Background: an optimization exercise with open tools, aiming at small area. Do not read the settings as production practice.
In this exercise RTL edits were held to simulation tests only and were not proved equivalent to the original.
Power figures rest on the tool's default switching activity, not on a simulated workload.

## flow/design.v (module list and top-level ports; edited modules follow where they fit)
// module edge_detector: 36 lines
// module clk_div: 18 lines
// module opl3_exp_lut: 265 lines
// module opl3_log_sine_lut: 265 lines
// module ksl_add_rom: 43 lines
// module tremolo: 34 lines
// module vibrato: 27 lines
// module calc_rhythm_phase: 54 lines
// module calc_phase_inc: 45 lines
// module control_operators: 647 lines
// module channels: 189 lines
// module register_file_axi: 143 lines
// module opl3: 121 lines
module opl3 (
    input wire clk,
    input wire rst,
    input wire wr,
    input wire [8:0] addr,
    input wire [7:0] din,
    output logic signed [SAMPLE_WIDTH-1:0] channel_a,
    output logic signed [SAMPLE_WIDTH-1:0] channel_b,
    output logic signed [SAMPLE_WIDTH-1:0] channel_c,
    output logic signed [SAMPLE_WIDTH-1:0] channel_d
);
  // ...
==> flow/run.sh <==
#!/bin/bash
# synth_recipe.tcl (not shown) runs the flow's synth.tcl, then flattens the netlist and writes it again
# the make line also repeats each setting of config.mk as NAME=value (left out here)
make -C /OpenROAD-flow-scripts/flow DESIGN_CONFIG=/design/flow/config.mk WORK_HOME=/design/flow/orfs CLKGATE_MAP_FILE= SYNTH_SCRIPT=/design/flow/synth_recipe.tcl finish
==> flow/config.mk <==
export PLATFORM = sky130hd
export DESIGN_NAME = opl3
export DESIGN_NICKNAME = opl3
export VERILOG_FILES = /design/flow/design.v
export SDC_FILE = /design/flow/constraint.sdc
export NUM_CORES = 8
export LEC_CHECK = 0
export ABC_AREA = 1
export CAP_MARGIN = 20
export CORE_MARGIN = 2
export CORE_UTILIZATION = 50
export CTS_CLUSTER_DIAMETER = 100
export CTS_CLUSTER_SIZE = 20
export SLEW_MARGIN = 20
==> flow/constraint.sdc <==
create_clock -name core_clock -period 30.0 [get_ports {clk}]
set_input_delay 6.0000 -clock core_clock [delete_from_list [all_inputs] [get_ports {clk}]]
set_output_delay 6.0000 -clock core_clock [all_outputs]
set_load 0.01 [all_outputs]
==> flow_summary.yaml, run 1 <==
status:
  status: "no timing/DRC/antenna violations"
placement:
  dp_cells: 21300
  place.detailed.hpwl_mm: 349
  place_area_sq_um: 220000
global_route:
  use_met2_pct: 39.5
  grt_pass1_wl_mm: 765
routing:
  drtIter0Drc: 13700
  dr.max_layer_used: "met5"
  wl_mm: 532
  m1WireLength_mm: 225
sta:
  clock.fmax_mhz: 73.8
  finalCritPeriodShare_pct: 45.2
synthesis:
  synth-simple-area-share_pct: 8.35
  synthAdderAreaFrac_pct: 2.91
  ys_types: 77
  synth_commonest_cells: "edfxtp_1 (3363), dfxtp_1 (3097), nand2_1 (2339)"
  ys_seq_elements: 6460
  synthXorXnorAreaFrac_pct: 0.992
cells_and_area:
  seq_cell_count: 6460
  seq_area_share_pct: 70.8
  final-seq-area_sq_um: 163000
  largest_register_ffs: 1672
  final-clk-cell-share_pct: 4.38
die:
  die_width_microns: 654
  io_pins: 84
critical_path:
  worstSetupPathType: "in2reg"
  r2r_start: "channels.control_operators.state[0]$_SDFF_PP0_"
  crit_arrival_ps: 14440
  r2r_cells: 65
  worstPathBufferInverterCount: 12
power_and_ir_drop:
  comb_power_share_pct: 6.6
  pg_clk_uw: 4990
  p_int_uw: 12400
  ir_drop_mv: 0.0578
  p_leak_uw: 0.0873
clock_network:
  postCtsHoldBufs: 0
  cts_made_buffers: 366
hold_path:
  min_to: "channels.control_operators.r_phase[286]$_DFF_P_"
==> inputs of run 2 (changes only) <==
==> flow/flow/run.sh (new file) <==
#!/bin/bash
set -euo pipefail
bash standard.sh \
  CTS_ARGS="-sink_clustering_enable -repair_clock_nets -sink_clustering_size 20 -sink_clustering_max_diameter 100 -dont_use_dummy_load" \
  finish > standard_flow.log 2>&1
==> flow/standard.sh (new file) <==
#!/bin/bash
# synth_recipe.tcl (not shown) runs the flow's synth.tcl, then flattens the netlist and writes it again
# the make line also repeats each setting of config.mk as NAME=value (left out here)
make -C /OpenROAD-flow-scripts/flow DESIGN_CONFIG=/design/flow/config.mk WORK_HOME=/design/flow/orfs CLKGATE_MAP_FILE= SYNTH_SCRIPT=/design/flow/synth_recipe.tcl "${@:-finish}"
removed: flow/run.sh
==> run 2 against run 1 <==
Global-route usage barely moved. Clock skew rose by 28 ps. Via count shrank 0.19%. Core utilization shrank 0.22 points. Synthesized cell count unchanged. Sequential power about the same. Hold slack got worse by 19 ps. Largest cell class unchanged. Largest power group unchanged.
==> flow_summary.yaml, run 2 <==
status:
  status: "no timing/DRC/antenna violations"
synthesis:
  ys_warn_count: 2368
  syn-num-nets: 16100
  syn_inst: 15700
  avgSynthCellArea_sq_um: 13.5
  ys_seq_elements: 6460
  yosysMostFrequentCell: "edfxtp_1"
  synth_top_cell_by_area: "edfxtp_1"
  ys_types: 77
  synth_ff_type: "edfxtp_1"
  synth_async_sr_flop_share_pct: 0
  synth_area_leaders: "edfxtp_1 (48%), dfxtp_1 (29%), nand2_1 (4.2%), o21ai_0 (2.4%), inv_1 (2.2%)"
  yosysSeqAreaShare_pct: 77.2
  synth-edff-count: 3363
  netlist_area_sq_um: 211000
  synth_commonest_cells: "edfxtp_1 (3363), dfxtp_1 (3097), nand2_1 (2339)"
  yosysTopAreaCellShare_pct: 47.9
cells_and_area:
  fin_util_pct: 54.6
  largest_register_ffs: 1672
  final_area_sq_um: 229000
  final_cell_mix: "edfxtp_1 (3363), dfxtp_1 (3095), nand2_1 (2333)"
  synthToLayoutAreaGrowth_pct: 8.74
  drive_gt1_share_pct: 6.21
  layout_commonest_cell: "edfxtp_1"
  nNetsFinal: 16500
clock_network:
  cts_resized: 0
  cts_buffer_depth: 4
  clkSlewWorstSetupHoldPaths_ps: 70
  cts_made_buffers: 366
  postCtsSetupBuffers: 0
  clk_latency_ps: 1000
  tritoncts: "yes"
  postCtsHoldBufs: 0
  h-tree-depth: 5
  cts_sinks: 6460
  clock-root-buffer: "clkbuf_16"
global_route:
  grtUsageMet1_pct: 34.4
  grt.busiest_layer: "met2"
  grt.total_usage_pct: 24.5
  grt_overflow: 0
  grt_max_degree: 191
  met3_usage_pct: 3.49
  use_met2_pct: 39.6
  antenna_found_initial: 30
  grt_pass1_vias: 111000
  grt_pass1_wl_mm: 764
run:
  maxCapViolCount: 0
routing:
  drt_first_pass_iters: 6
  drc: 0
  drtIter0Drc: 14000
  vias: 118000
  ant_nets: 0
  wl_mm: 532
  avgViaCountPerCell: 5.42
  wl_per_cell_microns: 24.6
placement:
  place.detailed.hpwl_mm: 349
  place_congestion: 0.909
  dpl_worst_slack_ps: 15570
  place_area_sq_um: 220000
  portBuffers: 83
sta:
  period_needed_ps: 13570
  max_slew_margin_pct: 12.8
  finalCritPeriodShare_pct: 45.2
  hold_viol_final: 0
  clock_skew_ps: 116
  finalWorstSetupSlack_ps: 16430
  clock.fmax_mhz: 73.7
  grt_setup_unrepaired: "no"
  setup_tns_ps: 0
  setup_viol: 0
  tightest_slew_ps: 1300
  maxSlewViolCount: 0
critical_path:
  crit_top_cell: "inv_1"
  start_kind: "primary input"
  cpPeakStageDelay_ps: 580
  required_ps: 30840
  worstSetupPathType: "in2reg"
  cpMaxStageDelayCell: "inv_1"
  crit_arrival_ps: 14420
  critPathCaptureType: "flip-flop"
  worstPathMaxFanout: 24
power_and_ir_drop:
  ir_drop_mv: 0.0575
  p_leak_uw: 0.0869
  p_per_area_nw_per_um2: 68.8
hold_path:
  hp-class: "reg2reg"
die:
  die_width_microns: 654
  num_rows: 238
  die_height_microns: 654
  io_pins: 84
  initial_core_util_pct: 50.2
  coreArea_sq_um: 420000
  dieArea_sq_um: 427000
==> run 2: final timing paths <==
kind / start / end / slack, ps / cells after the start
worst min-delay path: channels.control_operators.r_phase[365]$_DFF_P_ / channels.control_operators.r_phase[385]$_DFF_P_ / 270 / 0
worst max-delay path: rst / channels.p_val[15]$_DFF_P_ / 16430 / 34
worst max register to register: channels.control_operators.state[0]$_SDFF_PP0_ / channels.control_operators.env_int_slot[8]$_DFFE_PP_ / 16750 / 65
worst min register to register: channels.control_operators.r_phase[365]$_DFF_P_ / channels.control_operators.r_phase[385]$_DFF_P_ / 270 / 0
==> run 2: logic make-up after synthesis <==
family	Yosys count	share of synthesized area (%)
simple gates	4257	8.35
xor+xnor	239	0.992
fa+ha+maj	437	2.91
buf+inv	1781	3.24
compound gates	2430	6.95
mux	64	0.321
flops	6460	77.2
==> run 2: report_power, final <==
group	switching, uW	leakage, uW	internal, uW	total (uW)
Combinational	748	0.0246	305	1050
Sequential	150	0.0578	9800	9950
Clock	2620	0.00451	2160	4780
Total	3510	0.0869	12300	15800
==> run 2: worst max-delay path: cells and delay by family <==
kind | cells | cell delay [ps]
compound gates | 11 | 2240
fa+ha+maj | 3 | 1580
buf+inv | 12 | 2580
simple gates | 8 | 1970
==> run 2: stage by stage <==
step / total power [uW] / cells / hold slack [ps]
floorplan: 10900 / 15700 / 310
global placement: 11200 / 21300 / 310
detailed placement: 11200 / 21300 / 312
CTS: 15900 / 21700 / 273
global route: 16400 / 21700 / 276
finish: 15800 / 21700 / 272
==> run 2: layout make-up <==
class	instances	area [sq um]
fillers	34700	191000
flip-flops and latches	6460	163000
well taps	5640	7060
inverters	1316	4960
diodes	13	32.5
multi-input cells	7427	41600
clock buffers	366	9160
repair buffers	445	3640
==> run 2: routing by layer <==
metal	share of wire [%]	wire length [microns]
met5	0.020	108
met4	3.7	19500
met3	7.6	40600
met2	46	246000
met1	42	226000
==> module control_operators, before the edit <==
module control_operators (
    input wire clk,
    input wire rst,
    input wire sample_clk_en,
    input wire [REG_CONNECTION_SEL_WIDTH-1:0] connection_sel,
    input wire is_new,
    input wire nts,                      
    input wire [NUM_BANKS-1:0][NUM_CHANNELS_PER_BANK-1:0][REG_FNUM_WIDTH-1:0] fnum,
    input wire [NUM_BANKS-1:0][NUM_OPERATORS_PER_BANK-1:0][REG_MULT_WIDTH-1:0] mult,
    input wire [NUM_BANKS-1:0][NUM_CHANNELS_PER_BANK-1:0][REG_BLOCK_WIDTH-1:0] block,
    input wire [NUM_BANKS-1:0][NUM_OPERATORS_PER_BANK-1:0][REG_WS_WIDTH-1:0] ws,
    input wire [NUM_BANKS-1:0][NUM_OPERATORS_PER_BANK-1:0] vib,
    input wire dvb,
    input wire [NUM_BANKS-1:0][NUM_CHANNELS_PER_BANK-1:0] kon,
    input wire [NUM_BANKS-1:0][NUM_OPERATORS_PER_BANK-1:0][REG_ENV_WIDTH-1:0] ar,  
    input wire [NUM_BANKS-1:0][NUM_OPERATORS_PER_BANK-1:0][REG_ENV_WIDTH-1:0] dr,  
    input wire [NUM_BANKS-1:0][NUM_OPERATORS_PER_BANK-1:0][REG_ENV_WIDTH-1:0] sl,  
    input wire [NUM_BANKS-1:0][NUM_OPERATORS_PER_BANK-1:0][REG_ENV_WIDTH-1:0] rr,  
    input wire [NUM_BANKS-1:0][NUM_OPERATORS_PER_BANK-1:0][REG_TL_WIDTH-1:0] tl,   
    input wire [NUM_BANKS-1:0][NUM_OPERATORS_PER_BANK-1:0] ksr,                     
    input wire [NUM_BANKS-1:0][NUM_OPERATORS_PER_BANK-1:0][REG_KSL_WIDTH-1:0] ksl,  
    input wire [NUM_BANKS-1:0][NUM_OPERATORS_PER_BANK-1:0] egt,                      
    input wire [NUM_BANKS-1:0][NUM_OPERATORS_PER_BANK-1:0] am,                       
    input wire dam,                              
    input wire ryt,
    input wire bd,
    input wire sd,
    input wire tom,
    input wire tc,
    input wire hh,
    input wire [NUM_BANKS-1:0][NUM_CHANNELS_PER_BANK-1:0][REG_FB_WIDTH-1:0] fb,
    input wire [NUM_BANKS-1:0][NUM_CHANNELS_PER_BANK-1:0] cnt,
    input wire mix_bank,
    input wire [3:0] mix_channel,
    output logic [OP_OUT_WIDTH-1:0] mix_p,
    output logic [OP_OUT_WIDTH-1:0] mix_q,
    output logic [OP_OUT_WIDTH-1:0] mix_r,
    output logic [OP_OUT_WIDTH-1:0] mix_s
);
    localparam OPERATOR_PIPELINE_DELAY = 7;
    localparam NUM_OPERATOR_UPDATE_STATES = NUM_BANKS*NUM_OPERATORS_PER_BANK + 1;  
    localparam RING = NUM_BANKS*NUM_OPERATORS_PER_BANK;
    localparam SILENCE = 511;
    localparam COUNTER_WIDTH = 15;
    typedef enum logic [1:0] {
        ATTACK    = 2'd0,
        DECAY     = 2'd1,
        SUSTAIN   = 2'd2,
        RELEASE   = 2'd3
    } env_state_t;
    logic [$clog2(OPERATOR_PIPELINE_DELAY)-1:0] delay_counter;
    logic [$clog2(NUM_OPERATOR_UPDATE_STATES)-1:0] state;
    logic [$clog2(NUM_OPERATOR_UPDATE_STATES)-1:0] next_state;
    logic [$clog2(NUM_BANKS)-1:0] bank_num;
    logic [$clog2(NUM_OPERATORS_PER_BANK)-1:0] op_num;
    logic idle;
    logic sce;       
    logic sce_d1;    
    logic sce_d2;    
    logic latch_out;
    always_ff @(posedge clk)
        if (rst)
            state <= 0;
        else
            state <= next_state;
    always_comb
        if (state == 0)
            next_state = sample_clk_en ? 1 : 0;
        else if (delay_counter == OPERATOR_PIPELINE_DELAY - 1)
            if (state == NUM_OPERATOR_UPDATE_STATES - 1)
                next_state = 0;
            else
                next_state = state + 1;
        else
            next_state = state;
    always_ff @(posedge clk)
        if (rst || next_state != state)
            delay_counter <= 0;
        else if (delay_counter == OPERATOR_PIPELINE_DELAY - 1)
            delay_counter <= 0;
        else
            delay_counter <= delay_counter + 1;
    always_comb bank_num = state > NUM_OPERATORS_PER_BANK;
    always_comb
        if (state == 0)
            op_num = 0;
        else if (state > NUM_OPERATORS_PER_BANK)
            op_num = state - NUM_OPERATORS_PER_BANK - 1;
        else
            op_num = state - 1;
    always_comb idle = state == 0;
    logic [RING-1:0] op_sel;
    always_comb
        for (int k = 0; k < RING; k++)
            op_sel[k] = state == k + 1 || (k == 0 && state == 0);
    always_comb sce = state != 0 && delay_counter == 0;
    always_ff @(posedge clk) begin
        sce_d1 <= sce;
        sce_d2 <= sce_d1;
    end
    always_comb latch_out = delay_counter == OPERATOR_PIPELINE_DELAY - 1;
    logic [NUM_BANKS-1:0][NUM_OPERATORS_PER_BANK-1:0][REG_FNUM_WIDTH-1:0] fnum_tmp;
    logic [NUM_BANKS-1:0][NUM_OPERATORS_PER_BANK-1:0][REG_BLOCK_WIDTH-1:0] block_tmp;
    logic [NUM_BANKS-1:0][NUM_OPERATORS_PER_BANK-1:0] kon_tmp;
    logic [NUM_BANKS-1:0][NUM_OPERATORS_PER_BANK-1:0][REG_FB_WIDTH-1:0] fb_tmp;
    logic [NUM_BANKS-1:0][NUM_OPERATORS_PER_BANK-1:0] use_feedback;
    logic [NUM_BANKS-1:0][NUM_OPERATORS_PER_BANK-1:0] mod_zero;   
    logic [NUM_BANKS-1:0][NUM_OPERATORS_PER_BANK-1:0][2:0] op_type_tmp;
    always_comb begin
        for (int b = 0; b < NUM_BANKS; b++) begin
            for (int j = 0; j < NUM_OPERATORS_PER_BANK; j++) begin
                op_type_tmp[b][j] = OP_NORMAL;
                fb_tmp[b][j] = 0;
                use_feedback[b][j] = 0;
                mod_zero[b][j] = 1;
            end
            for (int c = 0; c < 3; c++) begin
                fnum_tmp[b][c] = fnum[b][c];
                block_tmp[b][c] = block[b][c];
                kon_tmp[b][c] = kon[b][c];
                fb_tmp[b][c] = fb[b][c];
                use_feedback[b][c] = 1;
                fnum_tmp[b][c+3] = fnum[b][c];
                block_tmp[b][c+3] = block[b][c];
                kon_tmp[b][c+3] = kon[b][c];
                mod_zero[b][c+3] = cnt[b][c];
                fnum_tmp[b][c+12] = fnum[b][c+6];
                block_tmp[b][c+12] = block[b][c+6];
                kon_tmp[b][c+12] = kon[b][c+6];
                fnum_tmp[b][c+15] = fnum[b][c+6];
                block_tmp[b][c+15] = block[b][c+6];
                kon_tmp[b][c+15] = kon[b][c+6];
                if (connection_sel[3*b+c]) begin
                    fnum_tmp[b][c+6] = fnum[b][c];
                    block_tmp[b][c+6] = block[b][c];
                    kon_tmp[b][c+6] = kon[b][c];
                    mod_zero[b][c+6] = !cnt[b][c] && cnt[b][c+3];
                    fnum_tmp[b][c+9] = fnum[b][c];
                    block_tmp[b][c+9] = block[b][c];
                    kon_tmp[b][c+9] = kon[b][c];
                    mod_zero[b][c+9] = cnt[b][c] && cnt[b][c+3];
                end
                else begin
                    fnum_tmp[b][c+6] = fnum[b][c+3];
                    block_tmp[b][c+6] = block[b][c+3];
                    kon_tmp[b][c+6] = kon[b][c+3];
                    fb_tmp[b][c+6] = fb[b][c+3];
                    use_feedback[b][c+6] = 1;
                    fnum_tmp[b][c+9] = fnum[b][c+3];
                    block_tmp[b][c+9] = block[b][c+3];
                    kon_tmp[b][c+9] = kon[b][c+3];
                    mod_zero[b][c+9] = cnt[b][c+3];
                end
            end
            fb_tmp[b][12] = fb[b][6];
            use_feedback[b][12] = 1;
            mod_zero[b][15] = cnt[b][6];
            if (b == 0) begin
                fb_tmp[b][13] = ryt ? 0 : fb[b][7];
                use_feedback[b][13] = ryt ? 0 : 1;
                fb_tmp[b][14] = ryt ? 0 : fb[b][8];
                use_feedback[b][14] = ryt ? 0 : 1;
                mod_zero[b][16] = cnt[b][7] || ryt;
                mod_zero[b][17] = cnt[b][8] || ryt;
                op_type_tmp[b][12] = ryt ? OP_BASS_DRUM : OP_NORMAL;
                op_type_tmp[b][15] = ryt ? OP_BASS_DRUM : OP_NORMAL;
                op_type_tmp[b][13] = ryt ? OP_HI_HAT : OP_NORMAL;
                op_type_tmp[b][16] = ryt ? OP_SNARE_DRUM : OP_NORMAL;
                op_type_tmp[b][14] = ryt ? OP_TOM_TOM : OP_NORMAL;
                op_type_tmp[b][17] = ryt ? OP_TOP_CYMBAL : OP_NORMAL;
            end
            else begin
                fb_tmp[b][13] = fb[b][7];
                use_feedback[b][13] = 1;
                fb_tmp[b][14] = fb[b][8];
                use_feedback[b][14] = 1;
                mod_zero[b][16] = cnt[b][7];
                mod_zero[b][17] = cnt[b][8];
            end
        end
    end
    logic [REG_FNUM_WIDTH-1:0] fnum_cur;
    logic [REG_MULT_WIDTH-1:0] mult_cur;
    logic [REG_BLOCK_WIDTH-1:0] block_cur;
    logic [REG_WS_WIDTH-1:0] ws_cur;
    logic vib_cur;
    logic [REG_ENV_WIDTH-1:0] ar_cur, dr_cur, sl_cur, rr_cur;
    logic [REG_TL_WIDTH-1:0] tl_cur;
    logic ksr_cur;
    logic [REG_KSL_WIDTH-1:0] ksl_cur;
    logic egt_cur, am_cur, kon_cur, use_feedback_cur, mod_zero_cur;
    logic [REG_FB_WIDTH-1:0] fb_cur;
    logic [2:0] op_type;
    always_comb begin
        fnum_cur = '0; mult_cur = '0; block_cur = '0; ws_cur = '0; vib_cur = '0;
        ar_cur = '0; dr_cur = '0; sl_cur = '0; rr_cur = '0; tl_cur = '0; ksr_cur = '0;
        ksl_cur = '0; egt_cur = '0; am_cur = '0; kon_cur = '0; use_feedback_cur = '0;
        mod_zero_cur = '0; fb_cur = '0; op_type = '0;
        for (int bi = 0; bi < NUM_BANKS; bi++)
            for (int oi = 0; oi < NUM_OPERATORS_PER_BANK; oi++) begin
                fnum_cur = fnum_cur | (fnum_tmp[bi][oi] & {REG_FNUM_WIDTH{op_sel[18*bi+oi]}});
                mult_cur = mult_cur | (mult[bi][oi] & {REG_MULT_WIDTH{op_sel[18*bi+oi]}});
                block_cur = block_cur | (block_tmp[bi][oi] & {REG_BLOCK_WIDTH{op_sel[18*bi+oi]}});
                ws_cur = ws_cur | (ws[bi][oi] & {REG_WS_WIDTH{op_sel[18*bi+oi]}});
                vib_cur = vib_cur | (vib[bi][oi] & {1{op_sel[18*bi+oi]}});
                ar_cur = ar_cur | (ar[bi][oi] & {REG_ENV_WIDTH{op_sel[18*bi+oi]}});
                dr_cur = dr_cur | (dr[bi][oi] & {REG_ENV_WIDTH{op_sel[18*bi+oi]}});
                sl_cur = sl_cur | (sl[bi][oi] & {REG_ENV_WIDTH{op_sel[18*bi+oi]}});
                rr_cur = rr_cur | (rr[bi][oi] & {REG_ENV_WIDTH{op_sel[18*bi+oi]}});
                tl_cur = tl_cur | (tl[bi][oi] & {REG_TL_WIDTH{op_sel[18*bi+oi]}});
                ksr_cur = ksr_cur | (ksr[bi][oi] & {1{op_sel[18*bi+oi]}});
                ksl_cur = ksl_cur | (ksl[bi][oi] & {REG_KSL_WIDTH{op_sel[18*bi+oi]}});
                egt_cur = egt_cur | (egt[bi][oi] & {1{op_sel[18*bi+oi]}});
                am_cur = am_cur | (am[bi][oi] & {1{op_sel[18*bi+oi]}});
                kon_cur = kon_cur | (kon_tmp[bi][oi] & {1{op_sel[18*bi+oi]}});
                use_feedback_cur = use_feedback_cur | (use_feedback[bi][oi] & {1{op_sel[18*bi+oi]}});
                mod_zero_cur = mod_zero_cur | (mod_zero[bi][oi] & {1{op_sel[18*bi+oi]}});
                fb_cur = fb_cur | (fb_tmp[bi][oi] & {REG_FB_WIDTH{op_sel[18*bi+oi]}});
                op_type = op_type | (op_type_tmp[bi][oi] & {3{op_sel[18*bi+oi]}});
            end
    end
    logic [RING-1:0] r_kon0, r_kon1;                         
    logic [RING-1:0][1:0] r_state;                           
    logic [RING-1:0][ENV_WIDTH-1:0] r_env;                   
    logic [RING-1:0][COUNTER_WIDTH-1:0] r_cnt;               
    logic [RING-1:0][PHASE_ACC_WIDTH-1:0] r_phase;           
    logic [RING-1:0] r_fpmsb;                                
    logic [RING-1:0][OP_OUT_WIDTH-1:0] r_out;                
    logic [RING-1:0][OP_OUT_WIDTH-1:0] r_fb;                 
    logic [OP_OUT_WIDTH-1:0] out_00;
    logic [OP_OUT_WIDTH-1:0] fb_prev_00;
    logic [ENV_WIDTH-1:0] env_int_00;
    logic [PHASE_ACC_WIDTH-1:0] fp_00;
    wire bd_on_pulse, sd_on_pulse, tom_on_pulse, tc_on_pulse, hh_on_pulse;
    logic rhythm_kon_pulse;
    edge_detector #(.EDGE_LEVEL(1), .CLK_DLY(1)) bd_edge_detect (
        .clk, .rst, .clk_en(op_type == OP_BASS_DRUM && sce), .in(bd), .edge_detected(bd_on_pulse));
    edge_detector #(.EDGE_LEVEL(1), .CLK_DLY(1)) sd_edge_detect (
        .clk, .rst, .clk_en(op_type == OP_SNARE_DRUM && sce), .in(sd), .edge_detected(sd_on_pulse));
    edge_detector #(.EDGE_LEVEL(1), .CLK_DLY(1)) tom_edge_detect (
        .clk, .rst, .clk_en(op_type == OP_TOM_TOM && sce), .in(tom), .edge_detected(tom_on_pulse));
    edge_detector #(.EDGE_LEVEL(1), .CLK_DLY(1)) tc_edge_detect (
        .clk, .rst, .clk_en(op_type == OP_TOP_CYMBAL && sce), .in(tc), .edge_detected(tc_on_pulse));
    edge_detector #(.EDGE_LEVEL(1), .CLK_DLY(1)) hh_edge_detect (
        .clk, .rst, .clk_en(op_type == OP_HI_HAT && sce), .in(hh), .edge_detected(hh_on_pulse));
    always_comb rhythm_kon_pulse =
     (op_type == OP_BASS_DRUM && bd_on_pulse) ||
     (op_type == OP_SNARE_DRUM && sd_on_pulse) ||
     (op_type == OP_TOM_TOM && tom_on_pulse) ||
     (op_type == OP_TOP_CYMBAL && tc_on_pulse) ||
     (op_type == OP_HI_HAT && hh_on_pulse);
    logic [5:0] koff_r0, koff_r1;
    genvar gk;
    generate
    for (gk = 0; gk < 6; gk++) begin : rko
        always_ff @(posedge clk)
            if (rst) begin
                koff_r0[gk] <= 0;
                koff_r1[gk] <= 0;
            end
            else if (bank_num == 0 && op_num == gk + 12 && sce && op_type == OP_NORMAL) begin
                koff_r0[gk] <= kon_cur;
                koff_r1[gk] <= koff_r0[gk];
            end
    end
    endgenerate
    logic rhythm_op;
    logic koff_rhythm_pulse;
    always_comb begin
        rhythm_op = bank_num == 0 && op_num >= 12;
        koff_rhythm_pulse = 0;
        for (int k = 0; k < 6; k++)
            if (op_num == k + 12)
                koff_rhythm_pulse = !koff_r0[k] && koff_r1[k];
    end
    logic [2:0] key_on_pulse;    
    logic [2:0] key_off_pulse;
    always_comb
        for (int d = 0; d < 3; d++) begin
            key_on_pulse[d] = (r_kon0[d] && !r_kon1[d]) || rhythm_kon_pulse;
            key_off_pulse[d] = rhythm_op ? koff_rhythm_pulse : !r_kon0[d] && r_kon1[d];
        end
    env_state_t env_next_state;
    always_comb
        unique case (r_state[0])
        ATTACK: env_next_state = r_env[0] == 0 ? DECAY : ATTACK;
        DECAY: env_next_state = (r_env[0] >> 4) >= sl_cur ? SUSTAIN : DECAY;
        SUSTAIN: env_next_state = !egt_cur ? RELEASE : SUSTAIN;
        RELEASE: env_next_state = RELEASE;
        endcase
    function automatic [REG_ENV_WIDTH-1:0] req_rate(input [1:0] st);
        unique case (st)
        ATTACK: req_rate = ar_cur;
        DECAY: req_rate = dr_cur;
        SUSTAIN: req_rate = 0;
        RELEASE: req_rate = rr_cur;
        endcase
    endfunction
    logic [ENV_RATE_COUNTER_OVERFLOW_WIDTH-1:0] rate_tmp0;
    logic [ENV_RATE_COUNTER_OVERFLOW_WIDTH-1:0] rate_tmp1;
    logic [ENV_RATE_COUNTER_OVERFLOW_WIDTH-1:0] rate_tmp2;
    always_comb rate_tmp0 = nts ? fnum_cur[8] : fnum_cur[9];
    always_comb rate_tmp1 = rate_tmp0 | (block_cur << 1);
    always_comb rate_tmp2 = ksr_cur ? rate_tmp1 : rate_tmp1 >> 2;
    function automatic [17:0] rate_inc(input [REG_ENV_WIDTH-1:0] requested_rate);
        logic [ENV_RATE_COUNTER_OVERFLOW_WIDTH-1:0] effective_rate;
        logic [ENV_RATE_COUNTER_OVERFLOW_WIDTH-1:0] requested_rate_shifted;
        logic [ENV_RATE_COUNTER_OVERFLOW_WIDTH-1:0] rate_value;
        logic [1:0] rof;
        requested_rate_shifted = requested_rate << 2;
        if (rate_tmp2 + requested_rate_shifted > 60)
            effective_rate = 60;
        else
            effective_rate = rate_tmp2 + requested_rate_shifted;
        rate_value = effective_rate >> 2;
        rof = effective_rate[1:0];
        rate_inc = (4 | rof) << rate_value;
    endfunction
    logic [REG_ENV_WIDTH-1:0] requested_rate_sel;
    logic [17:0] overflow_tmp;
    logic [ENV_RATE_COUNTER_OVERFLOW_WIDTH-1:0] rate_counter_overflow;
    always_comb begin
        requested_rate_sel = req_rate(sce_d1 ? r_state[1] : r_state[2]);
        overflow_tmp = (sce_d1 ? r_cnt[1] : r_cnt[2]) + rate_inc(requested_rate_sel);
        rate_counter_overflow = overflow_tmp >> 15;
    end
    logic [ENV_WIDTH-1:0] env_int_cur;
    logic [ENV_WIDTH-1:0] env_int_new;
    always_comb begin
        env_int_cur = r_env[2];
        env_int_new = env_int_cur;
        if (r_state[2] == ATTACK && rate_counter_overflow != 0 && env_int_cur != 0)
            env_int_new = env_int_cur - (((env_int_cur*rate_counter_overflow) >> 3) + 1);
        else if (r_state[2] == DECAY || r_state[2] == RELEASE)
            if (env_int_cur + rate_counter_overflow > SILENCE)
                env_int_new = SILENCE;
            else
                env_int_new = env_int_cur + rate_counter_overflow;
    end
    logic [ENV_WIDTH-1:0] env_int_slot;
    always_ff @(posedge clk)
        if (sce_d2)
            env_int_slot <= env_int_new;
    logic [ENV_WIDTH-1:0] env_int_dp;
    always_comb env_int_dp = idle ? env_int_00 : env_int_slot;
    wire [7:0] ksl_add;
    wire [AM_VAL_WIDTH-1:0] am_val;
    ksl_add_rom ksl_add_rom (
        .clk,
        .fnum(fnum_cur),
        .block(block_cur),
        .ksl(ksl_cur),
        .ksl_add
    );
    tremolo tremolo (
        .clk,
        .rst,
        .sample_clk_en(sce),
        .bank_num,
        .op_num,
        .dam,
        .am_val
    );
    logic signed [ENV_WIDTH+1:0] env_tmp;  
    logic [ENV_WIDTH-1:0] env;
    always_comb
        if (am_cur)
            env_tmp = env_int_dp + (tl_cur << 2) + ksl_add + am_val;
        else
            env_tmp = env_int_dp + (tl_cur << 2) + ksl_add;
    always_ff @(posedge clk)
        if (env_tmp < 0)
            env <= 0;
        else if (env_tmp > SILENCE)
            env <= SILENCE;
        else
            env <= env_tmp;
    wire [PHASE_ACC_WIDTH-1:0] phase_inc;
    calc_phase_inc calc_phase_inc (
        .clk,
        .rst,
        .sample_clk_en(sce),
        .bank_num,
        .op_num,
        .fnum(fnum_cur),
        .mult(mult_cur),
        .block(block_cur),
        .vib(vib_cur),
        .dvb,
        .env,
        .phase_inc
    );
    logic is_00;
    always_comb is_00 = bank_num == 0 && op_num == 0;
    logic [1:0][OP_OUT_WIDTH-1:0] feedback_cur;
    always_comb begin
        feedback_cur[0] = is_00 ? out_00 : r_out[2];
        feedback_cur[1] = is_00 ? fb_prev_00 : r_fb[2];
    end
    logic signed [OP_OUT_WIDTH-1:0] feedback_result;
    logic signed [OP_OUT_WIDTH+1+2**REG_FB_WIDTH-1:0] feedback_result_p0;
    always_comb
        if (fb_cur == 0)
            feedback_result_p0 = 0;
        else
            feedback_result_p0 = (($signed(feedback_cur[0]) +
             $signed(feedback_cur[1])) <<< fb_cur);
    always_comb feedback_result = feedback_result_p0 >>> 9;
    logic [OP_OUT_WIDTH-1:0] modulation_in;
    logic [OP_OUT_WIDTH-1:0] modulation;
    always_comb modulation_in = mod_zero_cur ? '0 : r_out[23];
    always_comb modulation = use_feedback_cur ? feedback_result : modulation_in;
    localparam LOG_SIN_OUT_WIDTH = 12;
    localparam EXP_OUT_WIDTH = 10;
    localparam LOG_SIN_PLUS_GAIN_WIDTH = 13;
    logic [REG_WS_WIDTH-1:0] ws_post_opl;
    always_comb ws_post_opl = ws_cur & (is_new ? 'h7 : 'h3);
    wire [PHASE_ACC_WIDTH-1:0] rhythm_phase;
    calc_rhythm_phase calc_rhythm_phase (
        .clk,
        .rst,
        .sample_clk_en(sce),
        .bank_num,
        .op_num,
        .phase_acc_cur(r_phase[2]),
        .phase_acc_0_17(r_phase[10]),
        .phase_acc_0_13(r_phase[30]),
        .op_type,
        .rhythm_phase
    );
    logic [PHASE_ACC_WIDTH-1:0] phase_acc_new;
    logic [PHASE_ACC_WIDTH-1:0] final_phase_new;
    always_comb
        if (key_on_pulse[2]) begin
            phase_acc_new = 0;
            final_phase_new = 0;
        end
        else if (ws_post_opl == 4 || ws_post_opl == 5) begin
            phase_acc_new = r_phase[2] + (phase_inc << 1);
            final_phase_new = rhythm_phase + (phase_inc << 1) + (modulation << 10);
        end
        else begin
            phase_acc_new = r_phase[2] + phase_inc;
            final_phase_new = rhythm_phase + phase_inc + (modulation << 10);
        end
    logic [PHASE_ACC_WIDTH-1:0] fp_slot;
    always_ff @(posedge clk)
        if (sce_d2)
            fp_slot <= final_phase_new;
    logic [PHASE_ACC_WIDTH-1:0] final_phase_cur;
    always_comb
        if (idle)
            final_phase_cur = fp_00;
        else if (sce)
            final_phase_cur = {r_fpmsb[0], fp_slot[PHASE_ACC_WIDTH-2:0]};
        else if (sce_d1)
            final_phase_cur = {r_fpmsb[1], fp_slot[PHASE_ACC_WIDTH-2:0]};
        else if (sce_d2)
            final_phase_cur = {r_fpmsb[2], fp_slot[PHASE_ACC_WIDTH-2:0]};
        else
            final_phase_cur = fp_slot;
    logic is_odd_period;
    logic final_phase_msb_r0;
    always_ff @(posedge clk)
        if (rst) begin
            final_phase_msb_r0 <= 0;
            is_odd_period <= 0;
        end
        else begin
            final_phase_msb_r0 <= final_phase_cur[19];
            if (!final_phase_cur[19] && final_phase_msb_r0)
                is_odd_period <= !is_odd_period;
        end
    wire [LOG_SIN_OUT_WIDTH-1:0] log_sin_out;
    logic [LOG_SIN_PLUS_GAIN_WIDTH-1:0] log_sin_plus_gain;
    wire [EXP_OUT_WIDTH-1:0] exp_out;
    logic [OP_OUT_WIDTH-1:0] tmp_out0;
    logic signed [OP_OUT_WIDTH-1:0] tmp_out1;
    logic signed [OP_OUT_WIDTH-1:0] tmp_out2;
    logic signed [OP_OUT_WIDTH-1:0] tmp_ws2;
    logic signed [OP_OUT_WIDTH-1:0] tmp_ws4;
    logic [LOG_SIN_OUT_WIDTH-1:0] tmp_ws7;
    logic signed [OP_OUT_WIDTH-1:0] out;
    always_comb tmp_ws2 = tmp_out1 < 0 ? ~tmp_out1 : tmp_out1;
    always_comb tmp_ws4 = is_odd_period ? tmp_out1 : 0;
    opl3_log_sine_lut log_sine_lut_inst (
        .theta(final_phase_cur[18] ? ~final_phase_cur[17:10]
         : final_phase_cur[17:10]),
        .out(log_sin_out),
        .clk
    );
    always_comb
        unique case (final_phase_cur[19:18])
        0: tmp_ws7[11] = 0;
        1: tmp_ws7[11] = 1;
        2: tmp_ws7[11] = 1;
        3: tmp_ws7[11] = 0;
        endcase
    always_comb tmp_ws7[10:0] = final_phase_cur[19] ?
     ~final_phase_cur[17:10] << 3 : final_phase_cur[17:10] << 3;
    always_comb log_sin_plus_gain = (ws_post_opl == 7 ? tmp_ws7 : log_sin_out) + (env << 3);
    opl3_exp_lut exp_lut_inst (
        .in(~log_sin_plus_gain[7:0]),
        .out(exp_out),
        .clk
    );
    always_comb tmp_out0 = (2**10 + exp_out) << 1;
    always_comb
        if (final_phase_cur[19])
            tmp_out1 = ~(tmp_out0 >> log_sin_plus_gain[LOG_SIN_PLUS_GAIN_WIDTH-1:8]);
        else
            tmp_out1 = tmp_out0 >> log_sin_plus_gain[LOG_SIN_PLUS_GAIN_WIDTH-1:8];
    always_comb
        unique case (ws_post_opl)
        0: tmp_out2 = tmp_out1;
        1: tmp_out2 = tmp_out1 < 0 ? 0 : tmp_out1;
        2: tmp_out2 = tmp_ws2;
        3: tmp_out2 = final_phase_cur[PHASE_ACC_WIDTH-2] ? 0 : tmp_ws2;
        4: tmp_out2 = tmp_ws4;
        5: tmp_out2 = tmp_ws4 < 0 ? ~tmp_ws4 : tmp_ws4;
        6: tmp_out2 = tmp_out1 > 0 ? 2**(OP_OUT_WIDTH-1) - 1 : -2**(OP_OUT_WIDTH-1);
        7: tmp_out2 = tmp_out1;
        endcase
    always_ff @(posedge clk)
        unique case (op_type)
        OP_NORMAL:    out <= tmp_out2;
        OP_BASS_DRUM: out <= tmp_out2;
        default:      out <= tmp_out2 << 1;
        endcase
    logic w1_kon0, w1_kon1;
    logic [1:0] w1_state, w2_state;
    logic [COUNTER_WIDTH-1:0] w2_cnt;
    always_comb begin
        w1_kon0 = r_kon0[0];
        w1_kon1 = r_kon1[0];
        w1_state = r_state[0];
        if (sce) begin
            w1_kon0 = kon_cur;
            w1_kon1 = r_kon0[0];
            if (key_on_pulse[0])
                w1_state = ATTACK;
            else if (key_off_pulse[0])
                w1_state = RELEASE;
            else
                w1_state = env_next_state;
        end
        w2_state = r_state[1];
        w2_cnt = r_cnt[1];
        if (sce_d1) begin
            if (key_on_pulse[1])
                w2_state = ATTACK;
            else if (key_off_pulse[1])
                w2_state = RELEASE;
            if (requested_rate_sel != 0)
                w2_cnt = overflow_tmp[COUNTER_WIDTH-1:0];
        end
    end
    always_ff @(posedge clk) begin
        for (int p = 1; p < RING; p++) begin
            r_kon0[p] <= r_kon0[p-1];
            r_kon1[p] <= r_kon1[p-1];
            r_state[p] <= r_state[p-1];
            r_env[p] <= r_env[p-1];
            r_cnt[p] <= r_cnt[p-1];
            r_phase[p] <= r_phase[p-1];
            r_fpmsb[p] <= r_fpmsb[p-1];
            r_out[p] <= r_out[p-1];
            r_fb[p] <= r_fb[p-1];
        end
        r_kon0[0] <= r_kon0[RING-1];
        r_kon1[0] <= r_kon1[RING-1];
        r_state[0] <= r_state[RING-1];
        r_env[0] <= r_env[RING-1];
        r_cnt[0] <= r_cnt[RING-1];
        r_phase[0] <= r_phase[RING-1];
        r_fpmsb[0] <= r_fpmsb[RING-1];
        r_out[0] <= r_out[RING-1];
        r_fb[0] <= r_fb[RING-1];
        r_kon0[1] <= w1_kon0;
        r_kon1[1] <= w1_kon1;
        r_state[1] <= w1_state;
        if (!rst) begin
            r_state[2] <= w2_state;
            r_cnt[2] <= w2_cnt;
            if (sce_d2) begin
                r_env[3] <= env_int_new;
                r_phase[3] <= phase_acc_new;
                r_fpmsb[3] <= final_phase_new[PHASE_ACC_WIDTH-1];
            end
            if (!idle && latch_out) begin
                r_out[7] <= out;
                r_fb[7] <= r_out[6];
            end
        end
        for (int p = 1; p < RING; p += 12)
            if (rst) begin
                r_kon0[p] <= 0;
                r_kon1[p] <= 0;
                r_state[p] <= RELEASE;
                r_env[p] <= SILENCE;
                r_cnt[p] <= 0;
                r_phase[p] <= 0;
                r_fpmsb[p] <= 0;
                r_out[p] <= 0;
                r_fb[p] <= 0;
            end
    end
    always_ff @(posedge clk)
        if (rst) begin
            out_00 <= 0;
            fb_prev_00 <= 0;
            env_int_00 <= SILENCE;
            fp_00 <= 0;
        end
        else begin
            if (is_00 && latch_out) begin
                out_00 <= out;
                fb_prev_00 <= out_00;
            end
            if (is_00 && sce_d2) begin
                env_int_00 <= env_int_new;
                fp_00 <= final_phase_new;
            end
        end
    function automatic integer rpos(input integer c, input integer b, input integer j);
        rpos = ((c - 1 - 7*(18*b + j)) % RING + RING) % RING;
    endfunction
    logic [17:0] mix_sel;
    always_comb
        for (int c = 0; c < 18; c++)
            mix_sel[c] = {mix_bank, mix_channel} == {c / 9 == 1, 4'(c % 9)};
    always_comb begin
        mix_p = '0; mix_q = '0; mix_r = '0; mix_s = '0;
        for (int b = 0; b < NUM_BANKS; b++)
            for (int c = 0; c < 9; c++) begin
                if (b == 0 && c == 0)
                    mix_p = mix_p | (out_00 & {OP_OUT_WIDTH{mix_sel[9*b+c]}});
                else
                    mix_p = mix_p | (r_out[rpos(9*b+c, b, c < 3 ? c : c < 6 ? c + 3 : c + 6)] & {OP_OUT_WIDTH{mix_sel[9*b+c]}});
                mix_q = mix_q | (r_out[rpos(9*b+c, b, c < 3 ? c + 3 : c < 6 ? c + 6 : c + 9)] & {OP_OUT_WIDTH{mix_sel[9*b+c]}});
                if (c < 3) begin
                    mix_r = mix_r | (r_out[rpos(9*b+c, b, c + 6)] & {OP_OUT_WIDTH{mix_sel[9*b+c]}});
                    mix_s = mix_s | (r_out[rpos(9*b+c, b, c + 9)] & {OP_OUT_WIDTH{mix_sel[9*b+c]}});
                end
            end
    end
endmodule
==> inputs of run 3 (changes only) <==
--- a/flow/design.v
+++ b/flow/design.v
@@ -962,10 +962,6 @@
         sce_d2 <= sce_d1;
     end
     always_comb latch_out = delay_counter == OPERATOR_PIPELINE_DELAY - 1;
-    logic [NUM_BANKS-1:0][NUM_OPERATORS_PER_BANK-1:0][REG_FNUM_WIDTH-1:0] fnum_tmp;
-    logic [NUM_BANKS-1:0][NUM_OPERATORS_PER_BANK-1:0][REG_BLOCK_WIDTH-1:0] block_tmp;
-    logic [NUM_BANKS-1:0][NUM_OPERATORS_PER_BANK-1:0] kon_tmp;
-    logic [NUM_BANKS-1:0][NUM_OPERATORS_PER_BANK-1:0][REG_FB_WIDTH-1:0] fb_tmp;
     logic [NUM_BANKS-1:0][NUM_OPERATORS_PER_BANK-1:0] use_feedback;
     logic [NUM_BANKS-1:0][NUM_OPERATORS_PER_BANK-1:0] mod_zero;   
     logic [NUM_BANKS-1:0][NUM_OPERATORS_PER_BANK-1:0][2:0] op_type_tmp;
@@ -973,55 +969,25 @@
         for (int b = 0; b < NUM_BANKS; b++) begin
             for (int j = 0; j < NUM_OPERATORS_PER_BANK; j++) begin
                 op_type_tmp[b][j] = OP_NORMAL;
-                fb_tmp[b][j] = 0;
                 use_feedback[b][j] = 0;
                 mod_zero[b][j] = 1;
             end
             for (int c = 0; c < 3; c++) begin
-                fnum_tmp[b][c] = fnum[b][c];
-                block_tmp[b][c] = block[b][c];
-                kon_tmp[b][c] = kon[b][c];
-                fb_tmp[b][c] = fb[b][c];
                 use_feedback[b][c] = 1;
-                fnum_tmp[b][c+3] = fnum[b][c];
-                block_tmp[b][c+3] = block[b][c];
-                kon_tmp[b][c+3] = kon[b][c];
                 mod_zero[b][c+3] = cnt[b][c];
-                fnum_tmp[b][c+12] = fnum[b][c+6];
-                block_tmp[b][c+12] = block[b][c+6];
-                kon_tmp[b][c+12] = kon[b][c+6];
-                fnum_tmp[b][c+15] = fnum[b][c+6];
-                block_tmp[b][c+15] = block[b][c+6];
-                kon_tmp[b][c+15] = kon[b][c+6];
                 if (connection_sel[3*b+c]) begin
-                    fnum_tmp[b][c+6] = fnum[b][c];
-                    block_tmp[b][c+6] = block[b][c];
-                    kon_tmp[b][c+6] = kon[b][c];
                     mod_zero[b][c+6] = !cnt[b][c] && cnt[b][c+3];
-                    fnum_tmp[b][c+9] = fnum[b][c];
-                    block_tmp[b][c+9] = block[b][c];
-                    kon_tmp[b][c+9] = kon[b][c];
                     mod_zero[b][c+9] = cnt[b][c] && cnt[b][c+3];
                 end
                 else begin
-                    fnum_tmp[b][c+6] = fnum[b][c+3];
-                    block_tmp[b][c+6] = block[b][c+3];
-                    kon_tmp[b][c+6] = kon[b][c+3];
-                    fb_tmp[b][c+6] = fb[b][c+3];
                     use_feedback[b][c+6] = 1;
-                    fnum_tmp[b][c+9] = fnum[b][c+3];
-                    block_tmp[b][c+9] = block[b][c+3];
-                    kon_tmp[b][c+9] = kon[b][c+3];
                     mod_zero[b][c+9] = cnt[b][c+3];
                 end
             end
-            fb_tmp[b][12] = fb[b][6];
             use_feedback[b][12] = 1;
             mod_zero[b][15] = cnt[b][6];
             if (b == 0) begin
-                fb_tmp[b][13] = ryt ? 0 : fb[b][7];
                 use_feedback[b][13] = ryt ? 0 : 1;
-                fb_tmp[b][14] = ryt ? 0 : fb[b][8];
                 use_feedback[b][14] = ryt ? 0 : 1;
                 mod_zero[b][16] = cnt[b][7] || ryt;
                 mod_zero[b][17] = cnt[b][8] || ryt;
@@ -1033,9 +999,7 @@
                 op_type_tmp[b][17] = ryt ? OP_TOP_CYMBAL : OP_NORMAL;
             end
             else begin
-                fb_tmp[b][13] = fb[b][7];
                 use_feedback[b][13] = 1;
-                fb_tmp[b][14] = fb[b][8];
                 use_feedback[b][14] = 1;
                 mod_zero[b][16] = cnt[b][7];
                 mod_zero[b][17] = cnt[b][8];
@@ -1054,16 +1018,33 @@
     logic egt_cur, am_cur, kon_cur, use_feedback_cur, mod_zero_cur;
     logic [REG_FB_WIDTH-1:0] fb_cur;
     logic [2:0] op_type;
+    logic [2*NUM_CHANNELS_PER_BANK-1:0] chan_sel;
+    always_comb
+        for (int b = 0; b < NUM_BANKS; b++)
+            for (int c = 0; c < 3; c++) begin
+                chan_sel[9*b+c] = op_sel[18*b+c] || op_sel[18*b+c+3] ||
+                 (connection_sel[3*b+c] && (op_sel[18*b+c+6] || op_sel[18*b+c+9]));
+                chan_sel[9*b+c+3] = !connection_sel[3*b+c] && (op_sel[18*b+c+6] || op_sel[18*b+c+9]);
+                chan_sel[9*b+c+6] = op_sel[18*b+c+12] || op_sel[18*b+c+15];
+            end
     always_comb begin
-        fnum_cur = '0; mult_cur = '0; block_cur = '0; ws_cur = '0; vib_cur = '0;
+        fnum_cur = '0; block_cur = '0; kon_cur = '0; fb_cur = '0;
+        for (int b = 0; b < NUM_BANKS; b++)
+            for (int c = 0; c < NUM_CHANNELS_PER_BANK; c++) begin
+                fnum_cur = fnum_cur | (fnum[b][c] & {REG_FNUM_WIDTH{chan_sel[9*b+c]}});
+                block_cur = block_cur | (block[b][c] & {REG_BLOCK_WIDTH{chan_sel[9*b+c]}});
+                kon_cur = kon_cur | (kon[b][c] & chan_sel[9*b+c]);
+                fb_cur = fb_cur | (fb[b][c] & {REG_FB_WIDTH{chan_sel[9*b+c]}});
+            end
+    end
+    always_comb begin
+        mult_cur = '0; ws_cur = '0; vib_cur = '0;
         ar_cur = '0; dr_cur = '0; sl_cur = '0; rr_cur = '0; tl_cur = '0; ksr_cur = '0;
-        ksl_cur = '0; egt_cur = '0; am_cur = '0; kon_cur = '0; use_feedback_cur = '0;
-        mod_zero_cur = '0; fb_cur = '0; op_type = '0;
+        ksl_cur = '0; egt_cur = '0; am_cur = '0; use_feedback_cur = '0;
+        mod_zero_cur = '0; op_type = '0;
         for (int bi = 0; bi < NUM_BANKS; bi++)
             for (int oi = 0; oi < NUM_OPERATORS_PER_BANK; oi++) begin
-                fnum_cur = fnum_cur | (fnum_tmp[bi][oi] & {REG_FNUM_WIDTH{op_sel[18*bi+oi]}});
                 mult_cur = mult_cur | (mult[bi][oi] & {REG_MULT_WIDTH{op_sel[18*bi+oi]}});
-                block_cur = block_cur | (block_tmp[bi][oi] & {REG_BLOCK_WIDTH{op_sel[18*bi+oi]}});
                 ws_cur = ws_cur | (ws[bi][oi] & {REG_WS_WIDTH{op_sel[18*bi+oi]}});
                 vib_cur = vib_cur | (vib[bi][oi] & {1{op_sel[18*bi+oi]}});
                 ar_cur = ar_cur | (ar[bi][oi] & {REG_ENV_WIDTH{op_sel[18*bi+oi]}});
@@ -1075,10 +1056,8 @@
                 ksl_cur = ksl_cur | (ksl[bi][oi] & {REG_KSL_WIDTH{op_sel[18*bi+oi]}});
                 egt_cur = egt_cur | (egt[bi][oi] & {1{op_sel[18*bi+oi]}});
                 am_cur = am_cur | (am[bi][oi] & {1{op_sel[18*bi+oi]}});
-                kon_cur = kon_cur | (kon_tmp[bi][oi] & {1{op_sel[18*bi+oi]}});
                 use_feedback_cur = use_feedback_cur | (use_feedback[bi][oi] & {1{op_sel[18*bi+oi]}});
                 mod_zero_cur = mod_zero_cur | (mod_zero[bi][oi] & {1{op_sel[18*bi+oi]}});
-                fb_cur = fb_cur | (fb_tmp[bi][oi] & {REG_FB_WIDTH{op_sel[18*bi+oi]}});
                 op_type = op_type | (op_type_tmp[bi][oi] & {3{op_sel[18*bi+oi]}});
             end
     end
@@ -1089,7 +1068,6 @@
     logic [RING-1:0][PHASE_ACC_WIDTH-1:0] r_phase;           
     logic [RING-1:0] r_fpmsb;                                
     logic [RING-1:0][OP_OUT_WIDTH-1:0] r_out;                
-    logic [RING-1:0][OP_OUT_WIDTH-1:0] r_fb;                 
     logic [OP_OUT_WIDTH-1:0] out_00;
     logic [OP_OUT_WIDTH-1:0] fb_prev_00;
     logic [ENV_WIDTH-1:0] env_int_00;
@@ -1258,7 +1236,7 @@
     logic [1:0][OP_OUT_WIDTH-1:0] feedback_cur;
     always_comb begin
         feedback_cur[0] = is_00 ? out_00 : r_out[2];
-        feedback_cur[1] = is_00 ? fb_prev_00 : r_fb[2];
+        feedback_cur[1] = is_00 ? fb_prev_00 : fb_queue[0];
     end
     logic signed [OP_OUT_WIDTH-1:0] feedback_result;
     logic signed [OP_OUT_WIDTH+1+2**REG_FB_WIDTH-1:0] feedback_result_p0;
@@ -1428,7 +1406,6 @@
             r_phase[p] <= r_phase[p-1];
             r_fpmsb[p] <= r_fpmsb[p-1];
             r_out[p] <= r_out[p-1];
-            r_fb[p] <= r_fb[p-1];
         end
         r_kon0[0] <= r_kon0[RING-1];
         r_kon1[0] <= r_kon1[RING-1];
@@ -1438,7 +1415,6 @@
         r_phase[0] <= r_phase[RING-1];
         r_fpmsb[0] <= r_fpmsb[RING-1];
         r_out[0] <= r_out[RING-1];
-        r_fb[0] <= r_fb[RING-1];
         r_kon0[1] <= w1_kon0;
         r_kon1[1] <= w1_kon1;
         r_state[1] <= w1_state;
@@ -1452,7 +1428,6 @@
             end
             if (!idle && latch_out) begin
                 r_out[7] <= out;
-                r_fb[7] <= r_out[6];
             end
         end
         for (int p = 1; p < RING; p += 12)
@@ -1465,9 +1440,19 @@
                 r_phase[p] <= 0;
                 r_fpmsb[p] <= 0;
                 r_out[p] <= 0;
-                r_fb[p] <= 0;
             end
     end
+    localparam FB_OPS = 17;
+    logic [FB_OPS-1:0][OP_OUT_WIDTH-1:0] fb_queue;
+    logic fb_shift;
+    always_comb fb_shift = !idle && latch_out && !is_00 &&
+     (op_num < 3 || (op_num >= 6 && op_num < 9) || (op_num >= 12 && op_num < 15));
+    always_ff @(posedge clk)
+        for (int i = 0; i < FB_OPS; i++)
+            if (rst && (i == FB_OPS-1 || i == FB_OPS/2))
+                fb_queue[i] <= '0;
+            else if (rst || fb_shift)
+                fb_queue[i] <= i == FB_OPS-1 ? r_out[6] : fb_queue[i+1];
     always_ff @(posedge clk)
         if (rst) begin
             out_00 <= 0;
==> flow/flow/run.sh (replaced) <==
#!/bin/bash
# Layout flow: the standard synthesis, then the combinational logic is
# re-mapped with Yosys's default ABC script (which gives less cell area than
# the ORFS speed/area scripts); every flip-flop instance, its name and cell
# type, is kept as the standard synthesis made it. Then the standard
# layout from floorplan to finish, with clock tree synthesis told to add no
# dummy loads. Each tool's output goes to a log file of its own here.
set -euo pipefail
WORK=$(pwd)
R=$WORK/orfs/results/$FLOW_PLATFORM/opl3/base
LIB=$FLOW_HOME/platforms/$FLOW_PLATFORM/lib/sky130_fd_sc_hd__tt_025C_1v80.lib
YOSYS=$(command -v yosys || echo "$FLOW_HOME/../tools/install/yosys/bin/yosys")

bash standard.sh synth > synth.log 2>&1

DONT_USE=$(grep -o 'sky130_fd_sc_hd__lpflow\w*\|sky130_fd_sc_hd__probe\w*' \
  "$FLOW_HOME/platforms/$FLOW_PLATFORM/config.mk" | sort -u | sed 's/^/-dont_use /' | tr '\n' ' ')
mkdir -p reopt
cp "$R/1_2_yosys.v" reopt/standard_1_2_yosys.v
cat > reopt/reopt.ys <<EOT
read_liberty -ignore_miss_func $LIB
read_verilog $WORK/reopt/standard_1_2_yosys.v
hierarchy -top $FLOW_TOP
blackbox sky130_fd_sc_hd__dfxtp_1 sky130_fd_sc_hd__edfxtp_1 sky130_fd_sc_hd__conb_1
flatten
opt_clean
techmap
opt -fast
abc -liberty $LIB $DONT_USE
opt_clean -purge
splitnets
opt_clean -purge
hilomap -singleton -hicell sky130_fd_sc_hd__conb_1 HI -locell sky130_fd_sc_hd__conb_1 LO
insbuf -buf sky130_fd_sc_hd__buf_4 A X
opt_clean -purge
stat -liberty $LIB
write_verilog -noattr -nohex -nodec $WORK/reopt/1_2_yosys.v
EOT
"$YOSYS" -l reopt/reopt.log -q reopt/reopt.ys > reopt/yosys_stdout.log 2>&1
# the re-mapped netlist replaces the standard one; make then rebuilds
# 1_synth.odb from it and runs the rest of the flow
cp reopt/1_2_yosys.v "$R/1_2_yosys.v"
touch "$R/1_2_yosys.v"

bash standard.sh \
  CTS_ARGS="-sink_clustering_enable -repair_clock_nets -sink_clustering_size 20 -sink_clustering_max_diameter 100 -dont_use_dummy_load" \
  finish > layout.log 2>&1
==> run 3 against run 2 <==
Register-to-register slack lost 690 ps. Sequential cell count decreased by 247. Core utilization grew 0.76 points. Critical endpoint is now channels.p_val[16]$_DFF_P_. Maximum frequency shrank 2.6%. Highest routed layer unchanged. Design area down 5.1%. Critical path type unchanged. Wire length is 2.5% higher.
==> flow_summary.yaml, run 3 <==
status:
  status: "no timing/DRC/antenna violations"
global_route:
  antenna_found_initial: 28
  grt_pass1_vias: 106000
  grt_pass1_wl_mm: 772
  grt_max_degree: 202
  grt_overflow: 0
  grt.total_usage_pct: 26.8
cells_and_area:
  synthToLayoutAreaGrowth_pct: 10.1
  largest_register_ffs: 1672
  layout_commonest_cell: "edfxtp_1"
  final_cell_mix: "edfxtp_1 (3558), dfxtp_1 (2653), nand2_1 (1041)"
  nFillCells: 30900
  final_area_sq_um: 218000
  nNetsFinal: 13200
  drive_gt1_share_pct: 7.05
  instances_no_fill: 18400
hold_path:
  hp-class: "reg2reg"
power_and_ir_drop:
  p_clk_share_pct: 30.5
  swShare_pct: 21.9
  ir_drop_mv: 0.0567
  comb_power_share_pct: 6.0
  power.switching_uw: 3310
  p_int_uw: 11800
  p_per_area_nw_per_um2: 69.4
  seqPwrFrac_pct: 63.5
  p_leak_uw: 0.0759
clock_network:
  postCtsHoldBufs: 0
  clk_latency_ps: 1030
  h-tree-depth: 5
  clkSlewWorstSetupHoldPaths_ps: 80
  tritoncts: "yes"
  postCtsSetupBuffers: 0
  cts_sinks: 6213
  cts_buffer_depth: 4
  cts_made_buffers: 352
  cts_resized: 0
  clock-root-buffer: "clkbuf_16"
sta:
  clock.fmax_mhz: 71.7
  grt_setup_unrepaired: "no"
  max_slew_margin_pct: 17.1
  setup_viol: 0
  setup_tns_ps: 0
  hold_viol_final: 0
  finalCritPeriodShare_pct: 46.5
  tightest_slew_ps: 1230
  period_needed_ps: 13940
  clock_skew_ps: 145
  maxSlewViolCount: 0
die:
  dieArea_sq_um: 400000
  die_height_microns: 633
  coreArea_sq_um: 393000
  die_width_microns: 633
  io_pins: 84
  num_rows: 230
  initial_core_util_pct: 50.3
routing:
  avgViaCountPerCell: 5.97
  drt_first_pass_iters: 14
  ant_nets: 0
  drc: 0
  vias: 110000
  drtIter0Drc: 14900
  wl_mm: 545
  wl_per_cell_microns: 29.6
critical_path:
  worstPathMaxFanout: 47
  worstSetupPathType: "in2reg"
  critPathCaptureType: "flip-flop"
  crit_arrival_ps: 14780
  crit_top_cell: "maj3_1"
  cpMaxStageDelayCell: "a21oi_1"
  required_ps: 30840
  cpPeakStageDelay_ps: 500
  start_kind: "primary input"
placement:
  place.detailed.hpwl_mm: 353
  place_congestion: 0.912
  portBuffers: 83
  dp_cells: 18100
  place_area_sq_um: 209000
synthesis:
  syn_inst: 12400
  avgSynthCellArea_sq_um: 15.9
  ys_warn_count: 2368
  netlist_area_sq_um: 198000
  syn-num-nets: 12400
run:
  maxCapViolCount: 0
run 3: layout make-up:
cell class,instances,area [sq um],area share [%]
inverters,120,484,0.222
clock buffers,352,8810,4.05
flip-flops and latches,6213,160000,73.5
diodes,13,32.5,0.0149
well taps,5220,6530,3.00
multi-input cells,6017,37600,17.3
repair buffers,513,4170,1.92
run 3: critical path, delay by kind of cell:
kind | cells | cell delay [ps]
adder cells (fa/ha/maj) | 7 | 2510
AO/OA/AOI/OAI | 13 | 2450
AND/OR/NAND/NOR | 8 | 1860
buffers and inverters | 8 | 1580
XOR/XNOR | 1 | 230
run 3: path summary, 6_finish.rpt:
path | from | endpoint | slack (ps) | cells past startpoint
worst min-delay path | channels.control_operators.r_out[411]$_DFF_P_ | channels.control_operators.r_out[424]$_DFF_P_ | 270 | 0
worst min register to register | channels.control_operators.r_out[411]$_DFF_P_ | channels.control_operators.r_out[424]$_DFF_P_ | 270 | 0
worst max register to register | channels.control_operators.state[3]$_SDFF_PP0_ | channels.control_operators.r_env[35]$_DFF_P_ | 16060 | 37
worst max-delay path | rst | channels.p_val[16]$_DFF_P_ | 16060 | 37
run 3: stage by stage:
step	total power, uW	hold WS (ps)	util, %	worst slack [ps]
after floorplan	10300	310	-	9480
after detailed placement	10700	312	53.1	15180
after CTS	15200	276	55.4	16140
after global placement	10700	310	53.1	14870
final	15100	270	55.4	16060
after global routing	15600	282	55.4	15190
run 3: power groups by stage:
stage	Sequential, uW	Combinational (uW)	Clock, uW
after floorplan	9780	559	0
after global placement	9770	888	0
after detailed placement	9790	897	0
after CTS	9590	902	4710
after global routing	9630	975	4990
final	9600	905	4610
run 3: routing by layer:
metal	wire, microns	global-route usage (%)
met1	220000	36.7
met4	25100	10.7
met3	45600	3.91
met2	254000	43.3
met5	39	0
==> inputs of run 4 (changes only) <==
--- a/flow/flow/run.sh
+++ b/flow/flow/run.sh
@@ -21,7 +21,7 @@
 read_liberty -ignore_miss_func $LIB
 read_verilog $WORK/reopt/standard_1_2_yosys.v
 hierarchy -top $FLOW_TOP
-blackbox sky130_fd_sc_hd__dfxtp_1 sky130_fd_sc_hd__edfxtp_1 sky130_fd_sc_hd__conb_1
+blackbox sky130_fd_sc_hd__*df* sky130_fd_sc_hd__*dl*
 flatten
 opt_clean
 techmap
==> run 4 against run 3 <==
Combinational power hardly changed. Die area stayed put. Maximum frequency stayed put. Setup slack stayed put. Via count stayed put. Critical endpoint unchanged. Count of clock-buffer cells in the layout stayed put. Design area stayed put. Global-route usage stayed put. Sequential power hardly changed. Hold slack stayed put. First-iteration DRC count stayed put.
==> flow_summary.yaml, run 4 <==
critical_path:
  crit_arrival_ps: 14780
  crit_top_cell: "maj3_1"
  required_ps: 30840
  cpMaxStageDelayCell: "a21oi_1"
  worstSetupPathType: "in2reg"
  start_kind: "primary input"
  critPathCaptureType: "flip-flop"
  worstPathMaxFanout: 47
  cpPeakStageDelay_ps: 500
sta:
  clock.fmax_mhz: 71.7
  max_slew_margin_pct: 17.1
  maxSlewViolCount: 0
  hold_viol_final: 0
  grt_setup_unrepaired: "no"
  setup_tns_ps: 0
  period_needed_ps: 13940
  tightest_slew_ps: 1230
  finalCritPeriodShare_pct: 46.5
  clock_skew_ps: 145
  setup_viol: 0
power_and_ir_drop:
  p_int_uw: 11800
  power.switching_uw: 3310
  p_per_area_nw_per_um2: 69.4
  comb_power_share_pct: 6.0
  swShare_pct: 21.9
  seqPwrFrac_pct: 63.5
  p_leak_uw: 0.0759
  p_clk_share_pct: 30.5
  ir_drop_mv: 0.0567
routing:
  ant_nets: 0
  vias: 110000
  drtIter0Drc: 14900
  wl_mm: 545
  wl_per_cell_microns: 29.6
  drt_first_pass_iters: 14
  avgViaCountPerCell: 5.97
  drc: 0
synthesis:
  avgSynthCellArea_sq_um: 15.9
  syn-num-nets: 12400
  ys_warn_count: 2368
  netlist_area_sq_um: 198000
  syn_inst: 12400
clock_network:
  tritoncts: "yes"
  clock-root-buffer: "clkbuf_16"
  cts_buffer_depth: 4
  cts_made_buffers: 352
  cts_resized: 0
  h-tree-depth: 5
  postCtsHoldBufs: 0
  cts_sinks: 6213
  postCtsSetupBuffers: 0
  clk_latency_ps: 1030
  clkSlewWorstSetupHoldPaths_ps: 80
run:
  maxCapViolCount: 0
cells_and_area:
  largest_register_ffs: 1672
  synthToLayoutAreaGrowth_pct: 10.1
  nNetsFinal: 13200
  final_cell_mix: "edfxtp_1 (3558), dfxtp_1 (2653), nand2_1 (1041)"
  final-seq-area_sq_um: 160000
  multi_input_area_sq_um: 37600
  final_area_sq_um: 218000
  layout_commonest_cell: "edfxtp_1"
  drive_gt1_share_pct: 7.05
  nFillCells: 30900
  fin_util_pct: 55.4
die:
  coreArea_sq_um: 393000
  io_pins: 84
  initial_core_util_pct: 50.3
  die_height_microns: 633
  die_width_microns: 633
  num_rows: 230
  dieArea_sq_um: 400000
global_route:
  antenna_found_initial: 28
  grt_pass1_vias: 106000
  grt_overflow: 0
  grt_max_degree: 202
  grt.total_usage_pct: 26.8
  grt_pass1_wl_mm: 772
placement:
  place.detailed.hpwl_mm: 353
  place_area_sq_um: 209000
  portBuffers: 83
  place_congestion: 0.912
hold_path:
  hp-class: "reg2reg"
status:
  status: "no timing/DRC/antenna violations"
run 4: cell counts in the layout (fill, tap and decap cells not counted):
Identical to the previous run, type by type.
run 4: area by class of cell:
type	instances	area share, %
diodes	13	0.0149
clock buffers	352	4.05
inverters	120	0.222
multi-input cells	6017	17.3
flip-flops and latches	6213	73.5
well taps	5220	3.00
repair buffers	513	1.92
run 4: per-stage QoR:
stage	power, uW	setup slack [ps]	instances	hold slack, ps
2_1_floorplan	10300	9480	12400	310
3_5_place_dp	10700	15180	18100	312
3_3_place_gp	10700	14870	18100	310
5_1_grt	15600	15190	18400	282
4_1_cts	15200	16140	18400	276
6_report	15100	16060	18400	270
run 4: path summary, 6_finish.rpt:
path	start	end	slack, ps	cells after the start
worst max register to register	channels.control_operators.state[3]$_SDFF_PP0_	channels.control_operators.r_env[35]$_DFF_P_	16060	37
worst min-delay path	channels.control_operators.r_out[411]$_DFF_P_	channels.control_operators.r_out[424]$_DFF_P_	270	0
worst max-delay path	rst	channels.p_val[16]$_DFF_P_	16060	37
worst min register to register	channels.control_operators.r_out[411]$_DFF_P_	channels.control_operators.r_out[424]$_DFF_P_	270	0
run 4: routing by layer:
metal / GRT usage (%) / vias to the layer above / part of all wire [%]
li1: - / 48400 / -
met1: 36.7 / 55300 / 40
met2: 43.3 / 5346 / 47
met3: 3.91 / 1024 / 8.4
met4: 10.7 / 6 / 4.6
met5: 0 / - / 0.0072
run 4: power groups by stage:
| stage | clock network, uW | registers [uW] | logic [uW] |
|---|---|---|---|
| after floorplan | 0 | 9780 | 559 |
| after global placement | 0 | 9770 | 888 |
| after detailed placement | 0 | 9790 | 897 |
| after CTS | 4710 | 9590 | 902 |
| after global routing | 4990 | 9630 | 975 |
| final | 4610 | 9600 | 905 |
run 4: critical path, delay by kind of cell:
kind | cells | cell delay, ps
xor gates and xnor gates | 1 | 230
AOI/OAI and AO/OA | 13 | 2450
adders and majority gates | 7 | 2510
buffers and inverters | 8 | 1580
and+or+nand+nor | 8 | 1860

==> afterwards: timing with drivers on the ports <==
The results above use ideal ports. As a check the final layouts listed here were re-extracted and re-timed, cells and wires unchanged.
Step 1 sets driving cells, clkbuf_16 on the clock port and buf_2 on the other inputs (assumed; they add their load-dependent delay and slew).
Step 2 moves the port delays by t, midway between the first and last clock arrival at a register: inputs arrive t later, outputs are due t later. That takes back most of the time a late clock gives input paths.
Slacks: ideal ports / drivers / drivers and shift; pairs: ideal ports / drivers.
run	t, ns	slack for setup (ns)	worst setup path at the end	clock arrival spread, ns	worst slew at a driven data input, ns
run 1	1.079	16.448 / 16.522 / 15.443	input to register	0.104 / 0.105	0.08
run 2	1.038	16.426 / 16.501 / 15.464	input to register	0.169 / 0.169	0.08
run 3	1.071	16.057 / 16.059 / 15.048	input to register	0.152 / 0.151	0.30
run 4	1.071	16.057 / 16.059 / 15.048	input to register	0.152 / 0.151	0.30
After both steps setup and hold are still met in every run listed.
